From an optimization exercise on the open Yosys and OpenROAD flow, aimed at small area, a short achievable clock period and few clock cycles per item; shortcuts taken in it are not production practice. The RTL was checked by simulation tests, not by an equivalence proof against the original design. No activity file was given, so power comes from the tool's default toggle rates.

Design HP_FP_Pipelined_Adder, start of the top module:
module HP_FP_Pipelined_Adder (  
	input clk,
	input rst,
	input [15:0] in1,
	input [15:0] in2,
	input enable,
	output reg done,
	output [15:0] sum
);
	function automatic [13:0] skaddx14(input [13:0] a, input [13:0] b, input x);
		reg [13:0] g, p, G, P;
		integer i, l, j;
		begin
			g = a & b; p = a ^ b;
			G = g; P = p;
			for (l = 0; l < 4; l = l + 1)
				for (i = 0; i < 14; i = i + 1)
					if ((i >> l) & 1) begin
						j = ((i >> l) << l) - 1;
						G[i] = G[i] | (P[i] & G[j]);
						P[i] = P[i] & P[j];
					end
			skaddx14 = (p ^ {14{x}}) ^ {G[12:0], 1'b0};
		end
	endfunction
	reg busy;
	reg [18:0] R;
	wire [15:0] x1 = R[15:0];
	wire [15:0] x2 = in2;
	wire [4:0] e1 = x1[14:10];
	wire [4:0] e2 = x2[14:10];
	wire [10:0] ma1 = {|x1[14:0], x1[9:0]};
	wire [10:0] ma2 = {|x2[14:0], x2[9:0]};
	wire [5:0] d12 = {1'b0, e1} - {1'b0, e2};
	wire [4:0] d21 = e2 - e1;
	wire gt = d12[5];                  
	wire eq = (e1 == e2);
	wire [4:0] d = gt ? d21 : d12[4:0];
	wire swap = gt | (eq & (x2[9:0] > x1[9:0]));
	wire [10:0] mb = swap ? ma2 : ma1;
	wire [10:0] msr = swap ? ma1 : ma2;
	wire [4:0] eb = gt ? e2 : e1;
	wire [12:0] ms = {msr, 2'b00} >> d;
	wire sub = x1[15] ^ x2[15];
	wire [13:0] f = skaddx14({1'b0, mb, 2'b00} ^ {14{sub}}, {1'b0, ms}, sub);
	wire sb = swap ? x2[15] : x1[15];
	wire [4:0] er = R[17:13];
	wire [13:0] fr = {R[12:0], 1'b0};
	wire nz = |R[12:0];
	reg [13:0] lim;
	integer k;
	always @(*) for (k = 0; k < 14; k = k + 1) lim[k] = (er == 5'd12 - k);
	wire [13:0] mm = fr | lim;
	wire [15:0] m16 = {mm, 2'b11};
	wire [7:0] v1;
	wire [7:0] z1;
	wire [3:0] v2;
	wire [7:0] z2;
	wire [1:0] v3;
	wire [5:0] z3;
	genvar q;
	generate
  ...
Settings: LEC_CHECK=0, ABC_AREA=1, CAP_MARGIN=20, CORE_MARGIN=2, CORE_UTILIZATION=40, SETUP_SLACK_MARGIN=1.7, SLEW_MARGIN=20; clock period 6.0 ns.
standard.sh (not shown) runs the stock make flow with config.mk's settings and CLKGATE_MAP_FILE= SYNTH_SCRIPT=/design/flow/synth_recipe.tcl, a recipe that flattens the netlist after the stock synthesis.
==> flow/flow/run.sh <==
#!/bin/bash
# Standard layout with two changes:
# - synthesis is the standard synthesis script, run without ORFS's
#   full/half-adder extraction (ADDER_MAP_FILE empty), so that ABC maps the
#   arithmetic together with the rest of the logic; registers are mapped and
#   named exactly as in the standard synthesis;
# - the port buffers use a small fast buffer instead of the default
#   delay-buffer cell.
set -euo pipefail
W=$PWD
export BUFFER_PORTS_ARGS="-buffer_cell sky130_fd_sc_hd__buf_1"
make -C "$FLOW_HOME" DESIGN_CONFIG=$W/config.mk WORK_HOME=$W/orfs CLKGATE_MAP_FILE= SYNTH_SCRIPT=$W/synth_recipe.tcl ADDER_MAP_FILE= synth > synth.log 2>&1
bash standard.sh > standard.log 2>&1
The starting point finished clean.
Testbench counts at the start, summed over its fixed seeds: cycles 6,400, items 3,200.
Change:
- SETUP_SLACK_MARGIN: 1.7 -> 1.5
Outcome: Synthesized area stays the same; hold slack barely changes; core utilization decreases by 4.2 points; combinational power falls by about 10%; via count shrinks by 6.2%; non-clock buffer count shrinks by 28; wire length drops by 7.1%; maximum frequency drops by 0.51%.
Change:
==> flow/flow/run.sh (replaced) <==
#!/bin/bash
# Standard layout, but the port buffers use a small fast buffer instead of the
# default delay-buffer cell.
set -euo pipefail
export BUFFER_PORTS_ARGS="-buffer_cell sky130_fd_sc_hd__buf_1"
bash standard.sh > standard.log 2>&1
- SETUP_SLACK_MARGIN: 1.5 -> 1.0
Effect:
- combinational power goes up by roughly a tenth
- register-to-register slack got worse by 510 ps
- global-route usage came out lower by 1.1 points
- routed wire length fell by a few percent
- synthesized area came out lower slightly
- core utilization is higher by 0.78 points
- clock power goes up slightly
- power came out higher by roughly a tenth
- critical path depth is lower by 2
Change:
==> flow/flow/run.sh (replaced) <==
#!/bin/bash
# Standard layout with two changes:
# - synthesis is the standard synthesis script, run without ORFS's
#   full/half-adder extraction (ADDER_MAP_FILE empty), so that ABC maps the
#   arithmetic together with the rest of the logic; registers are mapped and
#   named exactly as in the standard synthesis;
# - the port buffers use a small fast buffer instead of the default
#   delay-buffer cell.
set -euo pipefail
W=$PWD
export BUFFER_PORTS_ARGS="-buffer_cell sky130_fd_sc_hd__buf_1"
make -C "$FLOW_HOME" DESIGN_CONFIG=$W/config.mk WORK_HOME=$W/orfs CLKGATE_MAP_FILE= SYNTH_SCRIPT=$W/synth_recipe.tcl ADDER_MAP_FILE= synth > synth.log 2>&1
bash standard.sh > standard.log 2>&1
- CAP_MARGIN: 20 -> 5
- SETUP_SLACK_MARGIN: 1.0 -> 1.5
- SLEW_MARGIN: 20 -> 5
Non-clock buffer count is lower by 9. Setup slack gains 450 ps. Via count increases by 6.7%. Combinational power fell by about 10%.

========
## run 1
The RTL this note starts from:
==> flow/design.v <==
module HP_FP_Pipelined_Adder (  
	input clk,
	input rst,
	input [15:0] in1,
	input [15:0] in2,
	input enable,
	output reg done,
	output [15:0] sum
);
	function automatic [14:0] skadd14(input [13:0] a, input [13:0] b, input ci);
		reg [13:0] g, p, G, P;
		integer i, l, j;
		begin
			g = a & b; p = a ^ b;
			G = g; P = p;
			G[0] = g[0] | (p[0] & ci);
			for (l = 0; l < 4; l = l + 1)
				for (i = 0; i < 14; i = i + 1)
					if ((i >> l) & 1) begin
						j = ((i >> l) << l) - 1;
						G[i] = G[i] | (P[i] & G[j]);
						P[i] = P[i] & P[j];
					end
			skadd14 = {G[13], p ^ {G[12:0], ci}};
		end
	endfunction
	reg busy;
	reg [18:0] R;
	wire [15:0] x1 = R[15:0];
	wire [15:0] x2 = in2;
	wire [4:0] e1 = x1[14:10];
	wire [4:0] e2 = x2[14:10];
	wire [10:0] ma1 = {|x1[14:0], x1[9:0]};
	wire [10:0] ma2 = {|x2[14:0], x2[9:0]};
	wire [5:0] d12 = {1'b0, e1} - {1'b0, e2};
	wire [4:0] d21 = e2 - e1;
	wire gt = d12[5];                  
	wire eq = (e1 == e2);
	wire [4:0] d = gt ? d21 : d12[4:0];
	wire swap = gt | (eq & (x2[9:0] > x1[9:0]));
	wire [10:0] mb = swap ? ma2 : ma1;
	wire [10:0] msr = swap ? ma1 : ma2;
	wire [4:0] eb = gt ? e2 : e1;
	wire [12:0] ms = {msr, 2'b00} >> d;
	wire sub = x1[15] ^ x2[15];
	wire [14:0] fc = skadd14({1'b0, mb, 2'b00}, {1'b0, ms} ^ {14{sub}}, sub);
	wire [13:0] f = fc[13:0];
	wire sb = swap ? x2[15] : x1[15];
	wire [4:0] er = R[17:13];
	wire [13:0] fr = {R[12:0], 1'b0};
	wire nz = |R[12:0];
	reg [13:0] lim;
	integer k;
	always @(*) for (k = 0; k < 14; k = k + 1) lim[k] = (er == 5'd12 - k);
	wire [13:0] mm = fr | lim;
	reg [3:0] t;
	integer i;
	always @(*) begin
		t = 4'd0;
		for (i = 0; i < 14; i = i + 1)
			if (mm[i]) t = 4'd13 - i[3:0];
	end
	wire [13:0] ns = fr << t;
	wire [4:0] en = nz ? (er + 5'd1 - {1'b0, t}) : 5'd0;
	assign sum = {R[18] & nz, en, ns[12:3]};
	always @(posedge clk) begin
		if (busy) R <= {sb, eb, f[13:1]};
		else if (enable) R[15:0] <= in1;
	end
	always @(posedge clk) begin
		if (rst) begin
			busy <= 1'b0;
			done <= 1'b0;
		end else if (busy) begin
			busy <= 1'b0;
			done <= 1'b1;
		end else if (enable) begin
			busy <= 1'b1;
			done <= 1'b0;
		end
	end
endmodule
clock: 6.0 ns
lec_check: 0
abc_area: 1
cap_margin: 20
core_margin: 2
core_utilization: 40
setup_slack_margin: 0.3
slew_margin: 20
==> flow/flow/run.sh <==
#!/bin/bash
# Standard layout, but the port buffers use a small fast buffer instead of the
# default delay-buffer cell.
set -euo pipefail
export BUFFER_PORTS_ARGS="-buffer_cell sky130_fd_sc_hd__buf_1"
bash standard.sh > standard.log 2>&1
Testbench counts of run 1, summed over its fixed seeds: cycles 6,400, items 3,200.
> inputs changed (run 1 -> run 2)
# run 1
export LEC_CHECK = 0
export ABC_AREA = 1
export CAP_MARGIN = 20
export CORE_MARGIN = 2
export CORE_UTILIZATION = 40
export SETUP_SLACK_MARGIN = 0.3
export SLEW_MARGIN = 20
create_clock -name core_clock -period 6.0 [get_ports {clk}]
# run 2
export LEC_CHECK = 0
export ABC_AREA = 1
export CAP_MARGIN = 20
export CORE_MARGIN = 2
export CORE_UTILIZATION = 40
export SLEW_MARGIN = 20
create_clock -name core_clock -period 6.0 [get_ports {clk}]
==> flow/flow/run.sh <==
#!/bin/bash
# Standard layout, but the port buffers use a small fast buffer instead of the
# default delay-buffer cell.
set -euo pipefail
export BUFFER_PORTS_ARGS="-buffer_cell sky130_fd_sc_hd__buf_2"
bash standard.sh > standard.log 2>&1
[summary]
Run 2 reached the final stage; the timing, design-rule and antenna checks on its layout passed. Post-place instance area: run 2 and run 1 compared, lower one is run 1. Compare run 2 and run 1 | met2 wire length lower: run 2. Fmax: run 2 below run 1.
Changes in run 3 relative to run 2:
# run 2
export LEC_CHECK = 0
export ABC_AREA = 1
export CAP_MARGIN = 20
export CORE_MARGIN = 2
export CORE_UTILIZATION = 40
export SLEW_MARGIN = 20
create_clock -name core_clock -period 6.0 [get_ports {clk}]
# run 3
export LEC_CHECK = 0
export ABC_AREA = 1
export CAP_MARGIN = 20
export CORE_MARGIN = 2
export CORE_UTILIZATION = 40
export SETUP_SLACK_MARGIN = 0.7
export SLEW_MARGIN = 20
create_clock -name core_clock -period 6.0 [get_ports {clk}]
==> flow/flow/run.sh <==
#!/bin/bash
# Standard layout, but the port buffers use a small fast buffer instead of the
# default delay-buffer cell.
set -euo pipefail
export BUFFER_PORTS_ARGS="-buffer_cell sky130_fd_sc_hd__buf_1"
bash standard.sh > standard.log 2>&1
Summary: with run 2 as the reference, final net count in run 3 moved up slightly.
Of run 2 and run 3, the run reporting the higher final cell count was run 3.
Post-cts resize count (run 3 over run 2): increase, 4
On run 3: final weighted congestion of routability-driven global placement is 1.1% lower than what run 2 gave.
Relative to run 2, sequential share of layout area has decreased by 1.1 points in run 3.
Delta (run 3 minus run 2): total power of the final layout shows an increase of 12%, number of global-route vias before repair saw an increase, non-clock buffer count grew by about 14%.
Portion of the clock cycle consumed by the worst path in the final layout (higher): run 2
Clock period minus worst slack: run 3 < run 2
From run 3 to run 2, number of iterations in the first detailed-routing pass did not move at all.
diff inputs: run 3 => run 4
# run 3
export LEC_CHECK = 0
export ABC_AREA = 1
export CAP_MARGIN = 20
export CORE_MARGIN = 2
export CORE_UTILIZATION = 40
export SETUP_SLACK_MARGIN = 0.7
export SLEW_MARGIN = 20
create_clock -name core_clock -period 6.0 [get_ports {clk}]
# run 4
export LEC_CHECK = 0
export ABC_AREA = 1
export CAP_MARGIN = 20
export CORE_MARGIN = 2
export CORE_UTILIZATION = 65
export SETUP_SLACK_MARGIN = 0.5
export SLEW_MARGIN = 20
create_clock -name core_clock -period 6.0 [get_ports {clk}]
==> flow/flow/run.sh <==
#!/bin/bash
# Standard layout, but the port buffers use a small fast buffer instead of the
# default delay-buffer cell.
set -euo pipefail
export BUFFER_PORTS_ARGS="-buffer_cell sky130_fd_sc_hd__buf_2"
bash standard.sh > standard.log 2>&1
## What came out
Worst-path cell with the longest stage delay: o211ai_1 -> run 4, fa_1 -> run 3
Changes observed in run 4 relative to run 3: sum of net half-perimeters after detailed placement rose about 0.5%; relative contribution of the clock network to total power fell 0.2 points; total power rose 1.0%; cell area fell about 2%.
The maximum clock frequency of run 4 is lower than that of run 3.
Post-cts sizing count for run 4 is lower than for run 3.
In run 4 the buffer and inverter count on the worst path turned out 1 lower than in run 3.
When run 4 is set beside run 3, its wire length reported by the detailed router turns out to be about 1.3% smaller.
Inputs modified between run 4 and run 5:
# run 4
export LEC_CHECK = 0
export ABC_AREA = 1
export CAP_MARGIN = 20
export CORE_MARGIN = 2
export CORE_UTILIZATION = 65
export SETUP_SLACK_MARGIN = 0.5
export SLEW_MARGIN = 20
create_clock -name core_clock -period 6.0 [get_ports {clk}]
# run 5
export LEC_CHECK = 0
export ABC_AREA = 1
export CAP_MARGIN = 20
export CORE_MARGIN = 2
export CORE_UTILIZATION = 40
export SETUP_SLACK_MARGIN = 0.5
export SLEW_MARGIN = 20
create_clock -name core_clock -period 6.0 [get_ports {clk}]
==> flow/flow/run.sh <==
#!/bin/bash
# Standard layout, but the port buffers use a small fast buffer instead of the
# default delay-buffer cell.
set -euo pipefail
export BUFFER_PORTS_ARGS="-buffer_cell sky130_fd_sc_hd__buf_1"
bash standard.sh > standard.log 2>&1
==> comparison <==
Compared with run 4, run 5 is the less power-hungry design.
As of run 5, cell area had fallen by a few percent compared to run 4.
The number of logic stages on the critical path including buffering reported for run 5 is smaller than that of run 4 by 26%.
On clock network area share, run 4 tracks run 5 almost exactly.
Run 5 | stages: all done | timing, DRC, antenna: all pass

re-timing with driven ports:
The results above use ideal ports. As a check the final layouts listed here were re-extracted and re-timed, cells and wires unchanged.
Step 1, drivers: a clkbuf_16 drives clk and a buf_2 each remaining input, both assumed.
Step 2 moves the port delays by t, midway between the first and last clock arrival at a register: inputs arrive t later, outputs are due t later. That takes back most of the time a late clock gives input paths.
Three values: ideal ports, drivers, drivers and shift; two values: the first two.
run	shift t [ns]	setup slack, ns	latest minus earliest clock arrival (ns)	slew at the worst register clock pin (ns)	pins driven straight from the clock port
the first run of note 1	0.281	1.755 / 1.730 / 1.680	0.008 / 0.008	0.08 / 0.08	1
the second run of note 1	0.283	1.733 / 1.708 / 1.573	0.010 / 0.010	0.08 / 0.08	1
the third run of note 1	0.286	1.285 / 1.259 / 1.052	0.002 / 0.003	0.08 / 0.08	1
the fourth run of note 1	0.283	1.733 / 1.708 / 1.573	0.010 / 0.010	0.08 / 0.08	1
run 1	0.284	0.740 / 0.739 / 0.455	0.005 / 0.006	0.08 / 0.08	1
run 2	0.281	0.490 / 0.494 / 0.213	0.008 / 0.008	0.08 / 0.08	1
run 3	0.283	0.904 / 0.907 / 0.623	0.004 / 0.005	0.08 / 0.08	1
run 4	0.281	0.545 / 0.548 / 0.267	0.006 / 0.005	0.08 / 0.08	1
run 5	0.283	0.890 / 0.889 / 0.606	0.005 / 0.006	0.08 / 0.08	1
After both steps every run listed still meets setup and hold. The setup slack of run 1, which loses most, moves by -0.001 ns with the drivers and by -0.285 ns with both steps.
